This design comes from an exercise in tuning for small area and a short achievable clock period on the open sky130 flow, not from production work. Function was checked by simulation only, so behaviour that the tests miss may differ from the original.

## flow/design.v (module list and top-level ports; edited modules follow where they fit)
// module DOUBLY_PIPELINE: 1181 lines
// module scale607: 197 lines
// module angtab_a: 16 lines
// module angtab_b: 16 lines
// module fa: 6 lines
// module ha: 6 lines
// module mj: 5 lines
// module xn2: 5 lines
// module or2: 5 lines
// module add16: 120 lines
// module sub16: 121 lines
// module kg: 1 lines
// module kp: 1 lines
// module kgn: 1 lines
// module kpn: 1 lines
// module kor: 1 lines
// module kao: 1 lines
// module kan: 1 lines
// module kx: 1 lines
module DOUBLY_PIPELINE(clk,xi,yi,r,ang,xf,yf);
  // ...
==> flow/flow/run.sh <==
#!/bin/bash
# Standard layout, but buffer the ports with buf_4 instead of the default delay-cell buffer.
export BUFFER_PORTS_ARGS="-buffer_cell sky130_fd_sc_hd__buf_4"
bash standard.sh > standard.log 2>&1
==> flow/standard.sh <==
#!/bin/bash
# synth_recipe.tcl (not shown) runs the flow's synth.tcl, then flattens the netlist and writes it again
# the make line also repeats each setting of config.mk as NAME=value (left out here)
make -C /OpenROAD-flow-scripts/flow DESIGN_CONFIG=/design/flow/config.mk WORK_HOME=/design/flow/orfs CLKGATE_MAP_FILE= SYNTH_SCRIPT=/design/flow/synth_recipe.tcl "${@:-finish}"
==> flow/config.mk <==
export PLATFORM = sky130hd
export DESIGN_NAME = DOUBLY_PIPELINE
export DESIGN_NICKNAME = DOUBLY_PIPELINE
export VERILOG_FILES = /design/flow/design.v
export SDC_FILE = /design/flow/constraint.sdc
export NUM_CORES = 4
export LEC_CHECK = 0
export CAP_MARGIN = 20
export CORE_MARGIN = 2
export CORE_UTILIZATION = 55
export CTS_BUF_LIST = sky130_fd_sc_hd__clkbuf_16
export CTS_CLUSTER_DIAMETER = 120
export CTS_CLUSTER_SIZE = 30
export SLEW_MARGIN = 20
export SYNTH_HIERARCHICAL = 1
export SYNTH_MINIMUM_KEEP_SIZE = 0
==> flow/constraint.sdc <==
create_clock -name core_clock -period 25.0 [get_ports {clk}]
set_input_delay 5.0000 -clock core_clock [delete_from_list [all_inputs] [get_ports {clk}]]
set_output_delay 5.0000 -clock core_clock [all_outputs]
set_load 0.01 [all_outputs]
==> summary.txt, run 1 <==
- Status: timing/DRC/antenna clean
- Worst Hold Launch: d7[3]
- Multi-input gate area: 23100 µm²
- Share of the synthesized area in the top cell type: 0.371
- Root Driver: clkbuf_16
- Critical Path Start: ang[1]
- Setup_tns: 0 ns
- Hold Path Cell Cnt: 0
- Clk latency of the worst-skew pair: 0.61 ns
- FF-to-FF setup slack: 18.97 ns
- Area after DPL: 36500 µm²
- Highest-delay cell along the critical path: dfxtp_1
- Share of layout cells above drive strength 1: 0.0700
- Synth warn: 9
- CP delay by family, top: flip-flops
- WL/cell: 18.2 µm
- Final setup viols: 0
- Buffering overhead: 0.0214
- # port buffers: 95
- Cell area after layout: 37200 µm²
- DP Cell Count: 3445
- GPL Wtd Cong: 0.872
- Clock buffers: 23
- Synth cell types: 37
- Syn_area_per_cell: 13.7 µm²
- Fill cell count: 5136
- Clock network area share: 0.0175
- Antenna cells: 0
- Pre-antenna DRT Iters: 4
- Required time of the worst setup path: 20.00 ns
- Core area: 63300 µm²
- Max cap viols: 0
- Initial Util: 0.558
- Count of non-CTS buffers in the layout: 106
- DR top layer: met4
- Sequential cell area fraction in the yosys report: 0.317
- Rows: 92
==> run 2: changes to the inputs <==
==> flow/flow/run.sh (replaced) <==
#!/bin/bash
# The standard layout, with two changes: the ports are buffered with buf_4
# instead of the default delay-cell buffer, and after placement the flip-flops
# that drive an output port or many loads get a stronger drive (same cell type).
set -euo pipefail
export BUFFER_PORTS_ARGS="-buffer_cell sky130_fd_sc_hd__buf_4"
bash standard.sh synth floorplan place > standard_place.log 2>&1
openroad -no_init -exit flow/upsize.tcl > upsize.log 2>&1
bash standard.sh > standard.log 2>&1
==> flow/flow/upsize.tcl (new file) <==
# Give a stronger drive to flip-flops that drive an output port buffer or a
# high-fanout net, then legalize the placement again.
set res $::env(FLOW_OUT)/../orfs/results/$::env(FLOW_PLATFORM)/DOUBLY_PIPELINE/base
read_db $res/3_place.odb
read_liberty $::env(FLOW_HOME)/platforms/$::env(FLOW_PLATFORM)/lib/sky130_fd_sc_hd__tt_025C_1v80.lib
set n 0
foreach inst [get_cells *] {
  set master [get_property $inst ref_name]
  if {$master ne "sky130_fd_sc_hd__dfxtp_1"} { continue }
  set q [get_pins -of_objects $inst -filter "direction == output"]
  set net [get_nets -of_objects $q]
  set loads [get_pins -of_objects $net -filter "direction == input"]
  set nl [llength $loads]
  set to_port 0
  foreach l $loads {
    set lc [get_cells -of_objects $l]
    set onet [get_nets -of_objects [get_pins -of_objects $lc -filter "direction == output"]]
    if {[llength [get_ports -quiet -of_objects $onet]] > 0} { set to_port 1 }
  }
  if {$to_port || $nl >= 8} {
    set new [expr {$nl >= 12 ? "sky130_fd_sc_hd__dfxtp_4" : "sky130_fd_sc_hd__dfxtp_2"}]
    if {$to_port} { set new "sky130_fd_sc_hd__dfxtp_2" }
    replace_cell $inst $new
    incr n
  }
}
puts "upsized $n flip-flops"
detailed_placement
check_placement -verbose
write_db $res/3_place.odb
==> run 2 against run 1 <==
Net effect: routed wire length increased by 0.32%; still clean on timing, DRC and antenna; highest routed layer unchanged; largest cell class unchanged; core utilization rose by 0.23 points.
==> summary.txt, run 2 <==
- Critical path class: flip-flop to output port (unchanged)
- IO Count: 97 (unchanged)
- CTS tree: built (unchanged)
- Clock buffer count from CTS: 23 (unchanged)
- Post-route ant nets: 0 (unchanged)
- Clk sink count: 559 (unchanged)
- Total GRT Usage: 0.202 (was 0.201)
- Synth cell types: 37 (unchanged)
- Final hold slack: 0.335 ns (was 0.334 ns)
- FF-to-FF Start: x8[14] (was nb5)
- Sequential cell area fraction in the yosys report: 0.317 (unchanged)
- Die area: 66300 µm² (unchanged)
- Post-synth top area cell: fa_1 (unchanged)
- R2R cell count: 15 (unchanged)
- Crit Reg-Reg Endpoint: xf[13] (was b6[15])
- WP buf/inv: 1 (unchanged)
- Rows: 92 (unchanged)
- Antenna cells: 0 (unchanged)
- CTS H-tree depth: 1 (unchanged)
- Pre-antenna DRT Iters: 6 (was 4)
- Flops & latches, synth: 559 (unchanged)
- DP Cell Count: 3445 (unchanged)
- FF-to-FF setup slack: 19.26 ns (was 18.97 ns)
- Chip Width: 257 µm (unchanged)
- Area growth, synth to finish: 5.59% (was 5.18%)
- Initial antenna violation count: 0 (unchanged)
- Synth Area in Adders: 0.435 (unchanged)
- Maximum clock path buffer count: 3 (unchanged)
- Post-Synth Simple-Gate Area: 0.0502 (unchanged)
- Share of layout cells above drive strength 1: 0.101 (was 0.0700)
- Post-synth top cells: fa_1 (655), dfxtp_1 (559), xor2_1 (432), ha_1 (167), xnor2_1 (127) (unchanged)
- Delay of the slowest cell on the worst path: 0.39 ns (was 0.43 ns)
- Commonest non-fill, non-tap cells in the layout: fa_1 (655), dfxtp_1 (477), xor2_1 (432) (was fa_1 (655), dfxtp_1 (559), xor2_1 (432))
- First-pass GRT wire length: 105 mm (about the same)
- Syn_area_per_cell: 13.7 µm² (unchanged)
- Core area: 63300 µm² (unchanged)
- Cells after synthesis: 2585 (unchanged)
- Clk latency of the worst-skew pair: 0.61 ns (about the same)
- Worst Skew: 0.0207 ns (was 0.0231 ns)
- Status: timing/DRC/antenna clean (unchanged)
- Finished Core Util: 0.589 (was 0.587)
- Setup ws final: 18.88 ns (was 18.82 ns)
- GRT met3 Usage: 0.0184 (unchanged)
- Most common cell in the netlist: fa_1 (unchanged)
- Crit-path cells: buf_4 (unchanged)
- CP delay by family, top: flip-flops (unchanged)
- Fmax achieved: 163 MHz (was 162 MHz)
- Area after DPL: 36500 µm² (unchanged)
- Setup_tns: 0 ns (unchanged)
- Highest-delay cell along the critical path: dfxtp_2 (was dfxtp_1)
- Post-CTS Resized: 0 (unchanged)
- Largest family of logic cells by synthesized area: adder cells (unchanged)
- Min cycle time layout: 6.12 ns (was 6.18 ns)
- Post-synth top flop: dfxtp_1 (unchanged)
- Worst slew margin: 0.365 (was 0.361)
- Worst slack, placed: 18.41 ns (unchanged)
- Hpwl dp: 55.4 mm (unchanged)
- Synth warn: 9 (unchanged)
- Post-Route WL: 63.5 mm (was 63.3 mm)
- Synth area leaders: fa_1 (37%), dfxtp_1 (32%), xor2_1 (11%) (unchanged)
- Max-slew violation count: 0 (unchanged)
- Period utilisation layout: 0.245 (was 0.247)
- Max cap viols: 0 (unchanged)
- CP startpoint kind: flip-flop (unchanged)
- Post-synth EDFFs: 0 (unchanged)
- Synth Area in XOR/XNOR: 0.139 (unchanged)
- Nets: 3479 (unchanged)
- Post-CTS Hold Buffers: 0 (unchanged)
- Vias: 17099 (was 17042)
- Slew at the pin closest to its max-slew limit: 0.950 ns (was 0.955 ns)
- Most common cell after layout, fill and taps aside: fa_1 (unchanged)
- Setup Fix Bufs, Post-CTS: 0 (unchanged)
- Largest net degree at the start of global routing: 32 (was 31)
- Non-filler cells in the finished layout: 3478 (was 3474)
- Die H: 257 µm (unchanged)
- # port buffers: 95 (unchanged)
- Number of remaining DRC errors: 0 (unchanged)
- Violation count after the first detailed-route iteration: 571 (was 602)
- Synth Area in Compound Gates: 0.0270 (unchanged)
- Cell area after layout: 37300 µm² (was 37200 µm²)
- CP endpoint kind: output port (unchanged)
- Met1 global-route usage: 0.257 (was 0.258)
- GPL Wtd Cong: 0.872 (unchanged)
- WL/cell: 18.2 µm (about the same)
- Initial Util: 0.558 (unchanged)
- Unrepaired setup endpoints after global routing: false (unchanged)
- Final hold viol count: 0 (unchanged)
- Cell Area, Synth: 35300 µm² (unchanged)
- Reg clk slew, reported paths: 0.11 ns (about the same)
- Hold Path Class: flip-flop to flip-flop (unchanged)
- Mux cell area share after synthesis: 0.000708 (unchanged)
- Share of the synthesized area in the top cell type: 0.371 (unchanged)
- Worst EP arrival: 1.12 ns (was 1.18 ns)
- Synth async-reset ratio: 0 (unchanged)
- DR vias/cell: 4.92 (was 4.91)
- Layer with the highest usage: met2 (unchanged)
- Required time of the worst setup path: 20.00 ns (about the same)
- Vias in the first global route: 19805 (was 19791)
- Post-Syn Nets: 3440 (unchanged)
- Root Driver: clkbuf_16 (unchanged)
- Grt ovf: 0 (unchanged)
- Met2 Use GR: 0.377 (was 0.376)
- Final setup viols: 0 (unchanged)
- Hold Path Cell Cnt: 0 (unchanged)
- Crit path max fanout: 1 (unchanged)
- Worst Hold Launch: d7[1] (was d7[3])
- Worst Hold End: d8[1] (was d8[3])
run 2: cells by family (layout without fill, tap and decap cells):
| family | after synthesis | after routing |
|---|---|---|
| compound gates | 131 | 131 |
| other cells | 1 | 1 |
| mux | 2 | 2 |
| buf+inv | 199 | 246 |
| flops | 559 | 559 |
| simple gates | 294 | 294 |
| xor+xnor | 561 | 561 |
| fa+ha+maj | 838 | 838 |
run 2: worst max-delay path by stage:
stage	from	endpoint	slack, ns	cells past startpoint
after floorplan	yi[0]	nb1	18.76	7
after global placement	xi[3]	nb1	18.34	8
after detailed placement	xi[3]	nb1	18.41	8
after CTS	ang[9]	ang[9]	18.86	1
after global routing	ang[1]	ang[1]	18.85	1
final	ang[1]	ang[1]	18.88	1
run 2: modules after synthesis (local to each module, per instance), a selection:
module | cell area [µm²] | cells inside
xn2 | 8.76 | 1
sub16 | 3.75 | 1
kpn | 8.76 | 1
DOUBLY_PIPELINE | 16100 | 1167
kgn | 13.8 | 1
fa | 20.0 | 1
kx | 8.76 | 1
kg | 6.26 | 1
scale607 | 533 | 84
angtab_a | 239 | 29
or2 | 6.26 | 1
run 2: layer usage:
layer,vias up,part of all wire
met1,8760,0.43
met5,-,0
met3,49,0.022
met2,164,0.53
met4,0,0.016
li1,8126,-
run 2: final cells by class:
type	instances	area, µm²
Sequential cell	559	11300
Multi-Input combinational cell	1827	23100
Timing Repair Buffer	106	796
Fill cell	5138	26000
Clock buffer	23	576
Inverter	107	402
Clock inverter	10	88.8
Tap cell	846	1060
==> run 3: changes to the inputs <==
--- a/flow/flow/upsize.tcl
+++ b/flow/flow/upsize.tcl
@@ -26,4 +26,5 @@
 }
 puts "upsized $n flip-flops"
+
 detailed_placement
 check_placement -verbose
==> run 3 against run 2 <==
Net effect: first-iteration DRC count stayed put; sequential share of layout area stayed put; setup slack stayed put; sequential cell count stayed put; hold slack stayed put; non-clock buffer count stayed put.
==> summary.txt, run 3 <==
- Status: timing/DRC/antenna clean (unchanged)
- CTS H-tree depth: 1 (unchanged)
- Die area: 66300 µm² (unchanged)
- Critical path class: flip-flop to output port (unchanged)
- Post-synth EDFFs: 0 (unchanged)
- Min cycle time layout: 6.12 ns (unchanged)
- Clock buffer count from CTS: 23 (unchanged)
- Max-slew violation count: 0 (unchanged)
- Worst slew margin: 0.365 (unchanged)
- Synth async-reset ratio: 0 (unchanged)
- Number of remaining DRC errors: 0 (unchanged)
- Final setup viols: 0 (unchanged)
- Clk sink count: 559 (unchanged)
- DR vias/cell: 4.92 (unchanged)
- Cell Area, Synth: 35300 µm² (unchanged)
- Worst Skew: 0.0207 ns (unchanged)
- Largest family of logic cells by synthesized area: adder cells (unchanged)
- Post-Syn Nets: 3440 (unchanged)
- CP startpoint kind: flip-flop (unchanged)
- Total GRT Usage: 0.202 (unchanged)
- Reg clk slew, reported paths: 0.11 ns (about the same)
- Max cap viols: 0 (unchanged)
- Fmax achieved: 163 MHz (unchanged)
- Post-Route WL: 63.5 mm (unchanged)
- Most common cell after layout, fill and taps aside: fa_1 (unchanged)
- Area growth, synth to finish: 5.59% (unchanged)
- Final hold viol count: 0 (unchanged)
- Sequential cell area fraction in the yosys report: 0.317 (unchanged)
- WL/cell: 18.2 µm (unchanged)
- Post-synth top area cell: fa_1 (unchanged)
- Crit path max fanout: 1 (unchanged)
- Clk latency of the worst-skew pair: 0.61 ns (about the same)
- Root Driver: clkbuf_16 (unchanged)
- CP endpoint kind: output port (unchanged)
- Initial Util: 0.558 (unchanged)
- CP delay by family, top: flip-flops (unchanged)
- Largest net degree at the start of global routing: 32 (unchanged)
- First-pass GRT wire length: 105 mm (unchanged)
- Violation count after the first detailed-route iteration: 571 (unchanged)
- IO Count: 97 (unchanged)
- Hpwl dp: 55.4 mm (unchanged)
- Post-Synth Simple-Gate Area: 0.0502 (unchanged)
- Required time of the worst setup path: 20.00 ns (about the same)
- Synth area leaders: fa_1 (37%), dfxtp_1 (32%), xor2_1 (11%) (unchanged)
- Initial antenna violation count: 0 (unchanged)
- Grt ovf: 0 (unchanged)
- Delay of the slowest cell on the worst path: 0.39 ns (about the same)
- Antenna cells: 0 (unchanged)
- Worst EP arrival: 1.12 ns (about the same)
- Rows: 92 (unchanged)
- Vias in the first global route: 19805 (unchanged)
- Hold Path Class: flip-flop to flip-flop (unchanged)
- Vias: 17099 (unchanged)
- Die H: 257 µm (unchanged)
- Syn_area_per_cell: 13.7 µm² (unchanged)
- Setup_tns: 0 ns (unchanged)
- Highest-delay cell along the critical path: dfxtp_2 (unchanged)
- Pre-antenna DRT Iters: 6 (unchanged)
- Post-synth top flop: dfxtp_1 (unchanged)
- Cells after synthesis: 2585 (unchanged)
- Share of layout cells above drive strength 1: 0.101 (unchanged)
- Maximum clock path buffer count: 3 (unchanged)
- Synth Area in Adders: 0.435 (unchanged)
- Post-CTS Resized: 0 (unchanged)
- Crit-path cells: buf_4 (unchanged)
- GPL Wtd Cong: 0.872 (unchanged)
- Flops & latches, synth: 559 (unchanged)
- Commonest non-fill, non-tap cells in the layout: fa_1 (655), dfxtp_1 (477), xor2_1 (432) (unchanged)
- Most common cell in the netlist: fa_1 (unchanged)
- Nets: 3479 (unchanged)
- WP buf/inv: 1 (unchanged)
- Synth Area in XOR/XNOR: 0.139 (unchanged)
- Post-synth top cells: fa_1 (655), dfxtp_1 (559), xor2_1 (432), ha_1 (167), xnor2_1 (127) (unchanged)
- # port buffers: 95 (unchanged)
- Mux cell area share after synthesis: 0.000708 (unchanged)
- Post-CTS Hold Buffers: 0 (unchanged)
- Unrepaired setup endpoints after global routing: false (unchanged)
- Synth Area in Compound Gates: 0.0270 (unchanged)
- Share of the synthesized area in the top cell type: 0.371 (unchanged)
- Synth warn: 9 (unchanged)
- Post-route ant nets: 0 (unchanged)
- Slew at the pin closest to its max-slew limit: 0.950 ns (unchanged)
- Synth cell types: 37 (unchanged)
- Period utilisation layout: 0.245 (unchanged)
- Chip Width: 257 µm (unchanged)
- Core area: 63300 µm² (unchanged)
- Fill cell count: 5138 (unchanged)
- Setup Fix Bufs, Post-CTS: 0 (unchanged)
- CTS tree: built (unchanged)
-- run 3: cell counts after synthesis --
No cell type changed its count.
-- run 3: path summary, 6_finish.rpt --
check	from	to	slack [ns]	depth (start not counted)
worst min-delay path	d7[1]	d8[1]	0.34	0
worst max register to register	x8[14]	xf[13]	19.26	15
worst min register to register	d7[1]	d8[1]	0.34	0
worst max-delay path	ang[1]	ang[1]	18.88	1
-- run 3: logic make-up after synthesis --
logic type      count (synthesis)
fa+ha+maj                     838
xor+xnor                      561
flops                         559
simple gates                  294
buf+inv                       199
compound gates                131
mux                             2
other cells                     1
-- run 3: layout make-up --
type,instances,area [µm²],area share
multi-input cells,1827,23100,0.618
flip-flops and latches,559,11300,0.303
well taps,846,1060,0.0284
repair buffers,106,796,0.0213
clock buffers,23,576,0.0154
inverters,107,402,0.0108
clock inverters,10,88.8,0.00238
-- run 3: per-stage QoR --
| stage | utilization | area (µm²) | worst slack (ns) | cells | hold slack [ns] |
|---|---|---|---|---|---|
| after floorplan | - | 35300 | 18.76 | 2585 | 0.310 |
| after global placement | 0.577 | 36500 | 18.34 | 3445 | 0.311 |
| after detailed placement | 0.577 | 36500 | 18.41 | 3445 | 0.313 |
| after CTS | 0.589 | 37300 | 18.86 | 3478 | 0.337 |
| after global routing | 0.589 | 37300 | 18.85 | 3478 | 0.341 |
| final | 0.589 | 37300 | 18.88 | 3478 | 0.335 |
-- run 3: routing by layer --
metal / up-vias / global-route usage / wire (µm)
li1: 8126 / - / -
met1: 8760 / 0.257 / 27300
met2: 164 / 0.377 / 33900
met3: 49 / 0.0184 / 1370
met4: 0 / 0.0328 / 988
met5: - / 0 / 0
-- run 3: modules after synthesis (local to each module, per instance), a selection --
| module | cells | copies in the design | area [µm²] |
|---|---|---|---|
| DOUBLY_PIPELINE | 1167 | 1 | 16100 |
| angtab_a | 29 | 1 | 239 |
| ha | 1 | 112 | 12.5 |
| kp | 1 | 16 | 8.76 |
| kg | 1 | 15 | 6.26 |
| scale607 | 84 | 3 | 533 |
| or2 | 1 | 43 | 6.26 |
| xn2 | 1 | 43 | 8.76 |
| fa | 1 | 655 | 20.0 |
| angtab_b | 21 | 1 | 165 |
| add16 | 1 | 1 | 7.51 |
| kan | 1 | 62 | 6.26 |
| mj | 1 | 16 | 11.3 |
==> run 4: changes to the inputs <==
--- a/flow/flow/upsize.tcl
+++ b/flow/flow/upsize.tcl
@@ -26,5 +26,25 @@
 }
 puts "upsized $n flip-flops"
-
+# cells fed straight from an input port buffer that drive several loads
+set m 0
+foreach port [all_inputs] {
+  if {[get_name $port] eq "clk"} { continue }
+  set pnet [get_nets -quiet [get_name $port]]
+  foreach bpin [get_pins -of_objects $pnet -filter "direction == input"] {
+    set buf [get_cells -of_objects $bpin]
+    set bnet [get_nets -of_objects [get_pins -of_objects $buf -filter "direction == output"]]
+    foreach lpin [get_pins -of_objects $bnet -filter "direction == input"] {
+      set lc [get_cells -of_objects $lpin]
+      set ref [get_property $lc ref_name]
+      if {![regexp {^(sky130_fd_sc_hd__\w+)_1$} $ref -> base]} { continue }
+      set onet [get_nets -of_objects [get_pins -of_objects $lc -filter "direction == output"]]
+      if {[llength [get_pins -of_objects $onet -filter "direction == input"]] < 3} { continue }
+      if {[llength [get_lib_cells -quiet */${base}_2]] == 0} { continue }
+      replace_cell $lc ${base}_2
+      incr m
+    }
+  }
+}
+puts "upsized $m input-side cells"
 detailed_placement
 check_placement -verbose
==> run 4 against run 3 <==
Net effect: critical path depth is the same; register-to-register slack is essentially flat; still clean on timing, DRC and antenna; first-iteration DRC count shrank 7.2%; non-clock buffer count is the same; cell area grew 0.57%; maximum frequency is essentially flat; cell count is the same; global-route usage is essentially flat; largest cell class unchanged.
==> summary.txt, run 4 <==
- Post-route ant nets: 0 (unchanged)
- Post-Route WL: 63.4 mm (was 63.5 mm)
- Delay of the slowest cell on the worst path: 0.39 ns (about the same)
- Rows: 92 (unchanged)
- Share of the synthesized area in the top cell type: 0.371 (unchanged)
- Synth Area in Adders: 0.435 (unchanged)
- Synth area leaders: fa_1 (37%), dfxtp_1 (32%), xor2_1 (11%) (unchanged)
- CTS tree: built (unchanged)
- Vias: 17072 (was 17099)
- Setup Fix Bufs, Post-CTS: 0 (unchanged)
- Worst Skew: 0.0184 ns (was 0.0207 ns)
- Cell Area, Synth: 35300 µm² (unchanged)
- Initial Util: 0.558 (unchanged)
- Clk latency of the worst-skew pair: 0.60 ns (was 0.61 ns)
- Min cycle time layout: 6.12 ns (about the same)
- Pre-antenna DRT Iters: 4 (was 6)
- Grt ovf: 0 (unchanged)
- Status: timing/DRC/antenna clean (unchanged)
- Post-CTS Hold Buffers: 0 (unchanged)
- Slew at the pin closest to its max-slew limit: 0.964 ns (was 0.950 ns)
- CTS H-tree depth: 1 (unchanged)
- Max cap viols: 0 (unchanged)
- Largest net degree at the start of global routing: 32 (unchanged)
- Nets: 3479 (unchanged)
- Chip Width: 257 µm (unchanged)
- CP endpoint kind: output port (unchanged)
- Worst EP arrival: 1.12 ns (about the same)
- Crit-path cells: buf_4 (unchanged)
- Post-synth EDFFs: 0 (unchanged)
- CP startpoint kind: flip-flop (unchanged)
- Largest family of logic cells by synthesized area: adder cells (unchanged)
- Flops & latches, synth: 559 (unchanged)
- Commonest non-fill, non-tap cells in the layout: fa_1 (655), dfxtp_1 (477), xor2_1 (418) (was fa_1 (655), dfxtp_1 (477), xor2_1 (432))
- Crit path max fanout: 1 (unchanged)
- Max-slew violation count: 0 (unchanged)
- Cells after synthesis: 2585 (unchanged)
- IO Count: 97 (unchanged)
- DR vias/cell: 4.91 (was 4.92)
- Synth Area in XOR/XNOR: 0.139 (unchanged)
- Violation count after the first detailed-route iteration: 530 (was 571)
- Post-synth top area cell: fa_1 (unchanged)
- Maximum clock path buffer count: 3 (unchanged)
- Post-CTS Resized: 0 (unchanged)
- Final setup viols: 0 (unchanged)
- Initial antenna violation count: 0 (unchanged)
- Mux cell area share after synthesis: 0.000708 (unchanged)
- Critical path class: flip-flop to output port (unchanged)
- Antenna cells: 0 (unchanged)
- Total GRT Usage: 0.202 (about the same)
- Setup_tns: 0 ns (unchanged)
- Period utilisation layout: 0.245 (about the same)
- Synth cell types: 37 (unchanged)
- Highest-delay cell along the critical path: dfxtp_2 (unchanged)
- Fmax achieved: 163 MHz (about the same)
- Fill cell count: 5120 (was 5138)
- Post-synth top cells: fa_1 (655), dfxtp_1 (559), xor2_1 (432), ha_1 (167), xnor2_1 (127) (unchanged)
- Synth warn: 9 (unchanged)
- Core area: 63300 µm² (unchanged)
- Post-Syn Nets: 3440 (unchanged)
- Number of remaining DRC errors: 0 (unchanged)
- First-pass GRT wire length: 106 mm (was 105 mm)
- Root Driver: clkbuf_16 (unchanged)
- WL/cell: 18.2 µm (about the same)
- Die area: 66300 µm² (unchanged)
- WP buf/inv: 1 (unchanged)
- Sequential cell area fraction in the yosys report: 0.317 (unchanged)
- Multi-input gate area: 23300 µm² (was 23100 µm²)
- Most common cell in the netlist: fa_1 (unchanged)
- Required time of the worst setup path: 20.00 ns (about the same)
- CP delay by family, top: flip-flops (unchanged)
- Die H: 257 µm (unchanged)
- Post-synth top flop: dfxtp_1 (unchanged)
- Clock buffer count from CTS: 23 (unchanged)
- Post-Synth Simple-Gate Area: 0.0502 (unchanged)
- Worst slew margin: 0.355 (was 0.365)
- Area growth, synth to finish: 6.19% (was 5.59%)
- Hpwl dp: 55.4 mm (unchanged)
- Reg clk slew, reported paths: 0.11 ns (about the same)
- Unrepaired setup endpoints after global routing: false (unchanged)
- Synth async-reset ratio: 0 (unchanged)
- Final hold viol count: 0 (unchanged)
- Share of layout cells above drive strength 1: 0.112 (was 0.101)
- Synth Area in Compound Gates: 0.0270 (unchanged)
- Hold Path Class: flip-flop to flip-flop (unchanged)
- Clk sink count: 559 (unchanged)
- GPL Wtd Cong: 0.872 (unchanged)
- Vias in the first global route: 19852 (was 19805)
- Register area: 11300 µm² (unchanged)
- Syn_area_per_cell: 13.7 µm² (unchanged)
- Most common cell after layout, fill and taps aside: fa_1 (unchanged)
- # port buffers: 95 (unchanged)
==> run 4: cell counts after synthesis <==
Identical to the previous run, type by type.
==> run 4: stage by stage <==
| stage | hold slack [ns] | cell area (µm²) | worst slack (ns) | cells | utilization |
|---|---|---|---|---|---|
| after global routing | 0.341 | 37500 | 18.85 | 3478 | 0.593 |
| after CTS | 0.337 | 37500 | 18.86 | 3478 | 0.593 |
| after floorplan | 0.310 | 35300 | 18.76 | 2585 | - |
| final | 0.335 | 37500 | 18.88 | 3478 | 0.593 |
| after detailed placement | 0.313 | 36500 | 18.41 | 3445 | 0.577 |
| after global placement | 0.311 | 36500 | 18.34 | 3445 | 0.577 |
==> run 4: area by class of cell <==
cell class / instances / share of cell area
flip-flops and latches: 559 / 0.302
clock buffers: 23 / 0.0153
inverters: 107 / 0.0107
well taps: 846 / 0.0282
multi-input cells: 1827 / 0.620
clock inverters: 10 / 0.00237
repair buffers: 106 / 0.0212
==> run 4: worst paths after layout <==
check	from	end	slack (ns)	cells past startpoint
setup reg to reg	x8[14]	xf[13]	19.26	15
hold / removal	d7[1]	d8[1]	0.34	0
hold reg to reg	d7[1]	d8[1]	0.34	0
setup / recovery	ang[1]	ang[1]	18.88	1
==> run 4: layer usage <==
metal / track usage / share of wire / up-vias
li1: - / - / 8117
met1: 0.258 / 0.43 / 8741
met2: 0.378 / 0.53 / 167
met3: 0.0184 / 0.025 / 47
met4: 0.0323 / 0.015 / 0
met5: 0 / 0 / -
==> run 4: cell families after synthesis <==
| logic type | after synthesis |
|---|---|
| buf+inv | 199 |
| simple gates | 294 |
| xor+xnor | 561 |
| fa+ha+maj | 838 |
| compound gates | 131 |
| mux | 2 |
| flops | 559 |
| other cells | 1 |
==> run 4: per-module statistics from Yosys, one instance, submodules excluded, a selection <==
module           area, µm²  flip-flops and latches  cells
kor                   6.26                       0      1
kpn                   8.76                       0      1
angtab_a               239                       0     29
angtab_b               165                       0     21
scale607               533                       0     84
kao                   7.51                       0      1
kp                    8.76                       0      1
xn2                   8.76                       0      1
sub16                 3.75                       0      1
add16                 7.51                       0      1
DOUBLY_PIPELINE      16100                     559   1167
ha                    12.5                       0      1
kx                    8.76                       0      1
or2                   6.26                       0      1

-- afterwards: timing with drivers on the ports --
In the flow no input, the clock included, has a driving cell. The finished layouts below were timed again as built, in two steps. Step 1 (the two cells are an assumption about what drives the block):
set clk [get_ports {clk}]
set_driving_cell -lib_cell sky130_fd_sc_hd__clkbuf_16 $clk
set_driving_cell -lib_cell sky130_fd_sc_hd__buf_2 [delete_from_list [all_inputs] $clk]
Step 2 adds t to the input delays and takes it off the output delays; t is the mean of the earliest and latest rising clock arrival at the registers after step 1. Input paths then give back, and output paths get back, about the clock's delay inside the block. Slacks: ideal / step 1 / step 2; pairs: ideal / step 1.
run	t, ns	setup WS [ns]	hold slack, ns
run 1	0.658	18.817 / 18.752 / 18.395	0.334 / 0.334 / 0.334
run 2	0.661	18.881 / 18.816 / 18.408	0.335 / 0.335 / 0.335
run 3	0.661	18.881 / 18.816 / 18.408	0.335 / 0.335 / 0.335
run 4	0.659	18.879 / 18.814 / 18.440	0.335 / 0.335 / 0.335
After both steps setup and hold are still met in every run listed.
